Background: an optimization exercise with open tools, aiming at small area and a short achievable clock period. Do not read the settings as production practice.
RTL that was checked went through simulation tests only; none was proved equivalent to the original.
Power and IR drop assume default switching activity.

// sysarray_flat
module sysarray_flat (
    input  wire         clk,
    input  wire         rst,
    input  wire         clr,
    input  wire [23:0]  a_left,
    input  wire [23:0]  b_top,
    output wire [161:0] acc_out
);
clock: 5.0 ns
lec_check: 0
cap_margin: 20
core_margin: 2
core_utilization: 40
cts_buf_list: sky130_fd_sc_hd__clkbuf_4 sky130_fd_sc_hd__clkbuf_8
setup_slack_margin: 1.2
slew_margin: 20
synth_hierarchical: 1
synth_minimum_keep_size: 0
standard.sh (not shown) runs the stock make flow with config.mk's settings and CLKGATE_MAP_FILE= SYNTH_SCRIPT=/design/flow/synth_recipe.tcl, a recipe that flattens the netlist after the stock synthesis.
==> flow/flow/run.sh <==
#!/bin/bash
# The standard layout, with every port buffered by the smallest buffer
# (sky130_fd_sc_hd__buf_1) rather than the cell buffer_ports picks by itself;
# repair_design and repair_timing resize them afterwards where needed.
set -euo pipefail
export BUFFER_PORTS_ARGS="-buffer_cell sky130_fd_sc_hd__buf_1"
bash standard.sh > standard.log 2>&1
Rerun with:
--- a/flow/config.mk
+++ b/flow/config.mk
@@ -10,5 +10,5 @@
 export CORE_UTILIZATION = 40
 export CTS_BUF_LIST = sky130_fd_sc_hd__clkbuf_4 sky130_fd_sc_hd__clkbuf_8
-export SETUP_SLACK_MARGIN = 1.2
+export SETUP_SLACK_MARGIN = 1.0
 export SLEW_MARGIN = 20
 export SYNTH_HIERARCHICAL = 1
The new run ran to the end with no violations.
Setup slack degrades by 0.032 ns.
Register-to-register slack gets worse by 0.05 ns.
Cell count went down by 1.6%.
Synthesized area does not change.
No functional check of the RTL was part of any run of this note.

* * *

yarrow:
sysarray_flat, a different RTL version from the one above (not shown whole).
Size in the first run: about 2700 cells after synthesis, about 260 flip-flops, about 210 I/O pins, about 0.027 sq mm of cells after synthesis.
Design sysarray_flat, start of the top module:
module sysarray_flat (
    input  wire         clk,
    input  wire         rst,
    input  wire         clr,
    input  wire [23:0]  a_left,
    input  wire [23:0]  b_top,
    output wire [161:0] acc_out
);
clock: 5.0 ns
lec_check: 0
cap_margin: 20
core_margin: 2
core_utilization: 40
cts_buf_list: sky130_fd_sc_hd__clkbuf_4 sky130_fd_sc_hd__clkbuf_8
setup_slack_margin: 1.1
slew_margin: 20
synth_hierarchical: 1
synth_minimum_keep_size: 0
==> flow/flow/run.sh <==
#!/bin/bash
set -euo pipefail
export BUFFER_PORTS_ARGS="-buffer_cell sky130_fd_sc_hd__buf_1"
export PRE_RESIZE_TCL="$PWD/flow/pre_resize.tcl"
bash standard.sh ABC_LOAD_IN_FF=1 finish > standard.log 2>&1
==> flow/flow/pre_resize.tcl <==
# Input-port buffers (named input* by buffer_ports) to buf_4.
set n 0
foreach inst [get_cells input*] {
  if { [get_property $inst ref_name] == "sky130_fd_sc_hd__buf_1" } {
    replace_cell $inst sky130_fd_sc_hd__buf_4
    incr n
  }
}
puts "pre_resize: $n input buffers made sky130_fd_sc_hd__buf_4"
yarrow completed; timing, DRC and antenna clean
### yarrow -> onyx
--- a/flow/flow/run.sh
+++ b/flow/flow/run.sh
@@ -5 +5 @@
-bash standard.sh ABC_LOAD_IN_FF=1 finish > standard.log 2>&1
+bash standard.sh > standard.log 2>&1
- CTS sink count essentially unchanged between onyx and yarrow.
- Between yarrow and onyx, share of the synthesized area in compound gates (AO/OA/AOI/OAI) increased.
- Of the two candidates, yarrow has the better relative slew slack and onyx the worse one.
- The final reports for onyx and yarrow show routed wirelength normalized by instance count lower in the former.
- Relative to yarrow, the combined area of all synthesized cells measured on onyx has increased slightly.
- Compared with yarrow, onyx shows a register fraction of the total cell area that is 0.24 points lower.
- In onyx, portion of the clock cycle consumed by the worst path in the final layout is lower than in yarrow.
- Global-route met2 utilization sits lower in onyx than in yarrow.
- The global-route total usage across every layer in onyx sits 0.65 points below the value recorded for yarrow.
> inputs changed (onyx -> violet)
- SETUP_SLACK_MARGIN: 1.1 -> 1.0
--- a/flow/flow/run.sh
+++ b/flow/flow/run.sh
@@ -1,0 +2,3 @@
+# The standard layout, with every port buffered by the smallest buffer
+# (sky130_fd_sc_hd__buf_1) rather than the cell buffer_ports picks by itself;
+# repair_design and repair_timing resize them afterwards where needed.
@@ -4 +6,0 @@
-export PRE_RESIZE_TCL="$PWD/flow/pre_resize.tcl"
removed: flow/flow/pre_resize.tcl
[summary]
Between onyx and violet, the required arrival time at the worst endpoint figures differ only marginally. Compared onyx against violet; share of cell area taken by flip-flops and latches within noise. Taking onyx as the reference point, the core utilization of violet falls by 0.20 points. violet closes out successfully: all stages finished, all timing, DRC and antenna checks passed. onyx | status: complete | timing, DRC, antenna: pass. Clock share of power ends up higher on violet. violet ends up with a maximum vdd ir drop that is 16% lower than in onyx. Comparing onyx and violet, the higher sequential share of power is on onyx. Comparing area growth from synthesis to final layout for onyx and violet, the smaller number came from violet. On highest clock frequency the design can meet: between onyx and violet, it ends up lower for violet. Between onyx and violet, reported clock group power is lower for onyx, violet comes in above that.

* * *

sysarray_flat, a different RTL version from the one above (not shown whole).
Size: roughly 2700 cells after synthesis, ~260 flip-flops, about 27000 um2 of cells after synthesis.
Settings: LEC_CHECK=0, CAP_MARGIN=20, CORE_MARGIN=2, CORE_UTILIZATION=40, CTS_BUF_LIST=sky130_fd_sc_hd__clkbuf_4 sky130_fd_sc_hd__clkbuf_8, CTS_CLUSTER_DIAMETER=60, CTS_CLUSTER_SIZE=16, SETUP_SLACK_MARGIN=1.1, SLEW_MARGIN=20, SYNTH_HIERARCHICAL=1, SYNTH_MINIMUM_KEEP_SIZE=0; clock period 5.0 ns.
==> flow/flow/run.sh <==
#!/bin/bash
set -euo pipefail
export BUFFER_PORTS_ARGS="-buffer_cell sky130_fd_sc_hd__buf_1"
export PRE_RESIZE_TCL="$PWD/flow/pre_resize.tcl"
bash standard.sh > standard.log 2>&1
==> flow/flow/pre_resize.tcl <==
# Input-port buffers (named input* by buffer_ports) to buf_4.
set n 0
foreach inst [get_cells input*] {
  if { [get_property $inst ref_name] == "sky130_fd_sc_hd__buf_1" } {
    replace_cell $inst sky130_fd_sc_hd__buf_4
    incr n
  }
}
puts "pre_resize: $n input buffers made sky130_fd_sc_hd__buf_4"
==> next run, changes <==
- CTS_CLUSTER_DIAMETER: 60 -> unset
- CTS_CLUSTER_SIZE: 16 -> unset
- SETUP_SLACK_MARGIN: 1.1 -> 1.2
Result:
- setup slack improved by 0.10 ns
- critical path depth climbs by 1
- count of clock-buffer cells in the layout climbs by 29
- design area climbs by 2.1%
- via count drops by 0.36%
- power climbs by 6.0%
- sequential cell count is unchanged
- register-to-register slack improved by 0.13 ns
- worst hold slack got worse by 0.013 ns

* * *

Another version of the RTL of sysarray_flat (not shown whole).
Size: ~2,700 cells after synthesis, roughly 260 flip-flops, roughly 210 I/O pins.
clock: 5.0 ns
lec_check: 0
cap_margin: 20
core_margin: 2
core_utilization: 40
cts_buf_list: sky130_fd_sc_hd__clkbuf_4 sky130_fd_sc_hd__clkbuf_8
cts_cluster_diameter: 60
cts_cluster_size: 16
place_density: 0.75
setup_slack_margin: 1.1
slew_margin: 20
synth_hierarchical: 1
synth_minimum_keep_size: 0
Scripts as last shown in full above: flow/flow/run.sh, flow/flow/pre_resize.tcl
Change:
- PLACE_DENSITY: 0.75 -> not set
Outcome:
- global-route usage rises by 0.60 points
- count of clock-buffer cells in the layout came out higher by 5
- combinational power increases slightly
- clock power is about the same
- sequential cell count stays the same
Change:
- TNS_END_PERCENT: not set -> 0
The new run finished with timing, DRC and antenna clean.
Synthesized area does not change.
Count of clock-buffer cells in the layout is unchanged.
Global-route usage barely changes.
Die area does not change.
Worst setup slack got worse by 56 ps.
Maximum frequency went down by 1.5%.
Power went down by 1.1%.
Wire length hardly moves.
Synthesized cell count does not change.
Change:
- TNS_END_PERCENT: 0 -> 30
What happened: Wire length is about the same; worst setup slack gets worse by 52 ps; utilization does not change; fmax shrinks slightly; power barely changes; global-route usage is lower by 0.23 points; synthesized cell count does not change; die area is unchanged; area after synthesis is unchanged; final area is unchanged.
Change:
- CTS_CLUSTER_DIAMETER: 60 -> not set
- CTS_CLUSTER_SIZE: 16 -> not set
- TNS_END_PERCENT: 30 -> not set
Effect: Wire length goes up by 0.73%. Via count goes up by 0.52%. Sequential power hardly moves. Synthesized cell count does not change. Cell area goes up by 1.3%. Area after synthesis stays the same. Sequential cell count does not change. Utilization goes up by 0.56 points. Critical path depth goes down by 1. Worst setup slack gets better by 130 ps. Global-route usage goes up by 0.28 points.

* * *

RTL: one of the versions met above, not the one the previous note started from.
Size in the first run: about 2700 cells after synthesis, roughly 210 I/O pins, ~27000 um2 of cells after synthesis.
==> flow/config.mk <==
export PLATFORM = sky130hd
export DESIGN_NAME = sysarray_flat
export DESIGN_NICKNAME = sysarray_flat
export VERILOG_FILES = /design/flow/design.v
export SDC_FILE = /design/flow/constraint.sdc
export NUM_CORES = 4
export LEC_CHECK = 0
export CAP_MARGIN = 20
export CORE_MARGIN = 2
export CORE_UTILIZATION = 40
export CTS_BUF_LIST = sky130_fd_sc_hd__clkbuf_4 sky130_fd_sc_hd__clkbuf_8
export SETUP_SLACK_MARGIN = 1.1
export SLEW_MARGIN = 20
export SYNTH_HIERARCHICAL = 1
export SYNTH_MINIMUM_KEEP_SIZE = 0
==> flow/constraint.sdc <==
create_clock -name core_clock -period 5.0 [get_ports {clk}]
set_input_delay 1.0000 -clock core_clock [delete_from_list [all_inputs] [get_ports {clk}]]
set_output_delay 1.0000 -clock core_clock [all_outputs]
set_load 0.01 [all_outputs]
==> flow/flow/run.sh <==
#!/bin/bash
# The standard layout, with every port buffered by the smallest buffer
# (sky130_fd_sc_hd__buf_1) rather than the cell buffer_ports picks by itself;
# repair_design and repair_timing resize them afterwards where needed.
set -euo pipefail
export BUFFER_PORTS_ARGS="-buffer_cell sky130_fd_sc_hd__buf_1"
bash standard.sh > standard.log 2>&1
The first run went through all stages and came out clean.
==> next run, changes <==
==> flow/flow/run.sh (replaced) <==
#!/bin/bash
set -euo pipefail
export BUFFER_PORTS_ARGS="-buffer_cell sky130_fd_sc_hd__buf_1"
export PRE_RESIZE_TCL="$PWD/flow/pre_resize.tcl"
bash standard.sh > standard.log 2>&1
==> flow/flow/pre_resize.tcl (new file) <==
# Input-port buffers (named input* by buffer_ports) to buf_4.
set n 0
foreach inst [get_cells input*] {
  if { [get_property $inst ref_name] == "sky130_fd_sc_hd__buf_1" } {
    replace_cell $inst sky130_fd_sc_hd__buf_4
    incr n
  }
}
puts "pre_resize: $n input buffers made sky130_fd_sc_hd__buf_4"
- CTS_CLUSTER_DIAMETER: unset -> 60
- CTS_CLUSTER_SIZE: unset -> 16
After rerunning: Via count drops by 0.69%. Synthesized area stays the same. Non-clock buffer count shrinks by 3. Final cell count is lower by 0.86%. Critical path depth is unchanged. Hold slack barely changes. Sequential power hardly moves. Worst setup slack gains 25 ps. Synthesized cell count is unchanged. Fmax grows by 0.68%. Wire length is lower by 0.85%.
==> next run, changes <==
==> flow/flow/run.sh (replaced) <==
#!/bin/bash
# The standard layout, with every port buffered by the smallest buffer
# (sky130_fd_sc_hd__buf_1) rather than the cell buffer_ports picks by itself;
# repair_design and repair_timing resize them afterwards where needed.
set -euo pipefail
export BUFFER_PORTS_ARGS="-buffer_cell sky130_fd_sc_hd__buf_1"
bash standard.sh > standard.log 2>&1
- CTS_CLUSTER_DIAMETER: 60 -> unset
- CTS_CLUSTER_SIZE: 16 -> unset
- SETUP_SLACK_MARGIN: 1.1 -> 0.9
removed: flow/flow/pre_resize.tcl
Effect:
- routed wire length came out higher by 1.7%
- flip-flop and latch count does not change
- final cell count came out higher by 0.73%
- cell area shrinks by 0.39%
- power came out higher by 1.6%
- utilization goes down by 0.17 points
- non-clock buffer count increases by 2
- synthesized area does not change
==> next run, changes <==
==> flow/flow/run.sh (replaced) <==
#!/bin/bash
set -euo pipefail
export BUFFER_PORTS_ARGS="-buffer_cell sky130_fd_sc_hd__buf_1"
export PRE_RESIZE_TCL="$PWD/flow/pre_resize.tcl"
bash standard.sh > standard.log 2>&1
==> flow/flow/pre_resize.tcl (new file) <==
# Input-port buffers (named input* by buffer_ports) to buf_4.
set n 0
foreach inst [get_cells input*] {
  if { [get_property $inst ref_name] == "sky130_fd_sc_hd__buf_1" } {
    replace_cell $inst sky130_fd_sc_hd__buf_4
    incr n
  }
}
puts "pre_resize: $n input buffers made sky130_fd_sc_hd__buf_4"
- SETUP_SLACK_MARGIN: 0.9 -> 1.25
Result: Wire length is lower by 0.39%. Global-route usage is lower by 0.21 points. Core utilization is higher by 1.1 points. Count of clock-buffer cells in the layout is higher by 11. Total power is higher by 3.9%. Cell count is higher by 0.55%. Maximum frequency is higher by 7.5%. Worst setup slack gains 280 ps. Sequential cell count does not change. Area after synthesis stays the same. Via count is about the same.

==> re-timing with driven ports <==
No port has a modelled driver above. Below, the same layouts with a new extraction and two added sets of constraints. Step 1: set_driving_cell puts a clkbuf_16 on clk and a buf_2 on each other input, an assumption about the parent block. Step 2, shift: input delay + t, output delay - t, t = (earliest + latest rising clock arrival at the registers) / 2. This alone moves slack from input paths to output paths. Slacks: no drivers / after step 1 / after step 2; pairs: no drivers / after step 1.
run | t, ns | slack for setup (ns) | worst setup path at the end | latest minus earliest clock arrival (ns)
the first run of note 1 | 0.696 | 1.061 / 1.088 / 0.392 | input to register | 0.033 / 0.034
the second run of note 1 | 0.703 | 1.029 / 1.057 / 0.354 | input to register | 0.022 / 0.022
yarrow | 0.698 | 1.216 / 1.251 / 0.554 | input to register | 0.024 / 0.025
onyx | 0.694 | 1.247 / 1.247 / 0.599 | input to register | 0.028 / 0.027
violet | 0.691 | 1.143 / 1.158 / 0.473 | input to register | 0.053 / 0.052
the first run of note 3 | 0.684 | 1.236 / 1.262 / 0.586 | input to register | 0.073 / 0.073
the second run of note 3 | 0.695 | 1.336 / 1.372 / 0.678 | input to register | 0.021 / 0.021
the first run of note 4 | 0.679 | 1.232 / 1.258 / 0.589 | input to register | 0.047 / 0.047
the second run of note 4 | 0.674 | 1.268 / 1.295 / 0.629 | input to register | 0.030 / 0.030
the third run of note 4 | 0.672 | 1.212 / 1.238 / 0.567 | input to register | 0.035 / 0.034
the fourth run of note 4 | 0.663 | 1.160 / 1.160 / 0.543 | input to register | 0.044 / 0.044
the fifth run of note 4 | 0.695 | 1.287 / 1.303 / 0.625 | input to register | 0.029 / 0.029
the first run of note 5 | 0.693 | 1.213 / 1.232 / 0.539 | input to register | 0.021 / 0.022
the second run of note 5 | 0.657 | 1.238 / 1.250 / 0.617 | input to register | 0.030 / 0.030
the third run of note 5 | 0.685 | 1.027 / 1.058 / 0.373 | input to register | 0.031 / 0.031
the fourth run of note 5 | 0.700 | 1.303 / 1.343 / 0.643 | input to register | 0.021 / 0.021
After both steps every run listed still meets setup and hold. The setup slack of the second run of note 1, which loses most, moves by +0.028 ns with the drivers and by -0.675 ns with both steps.
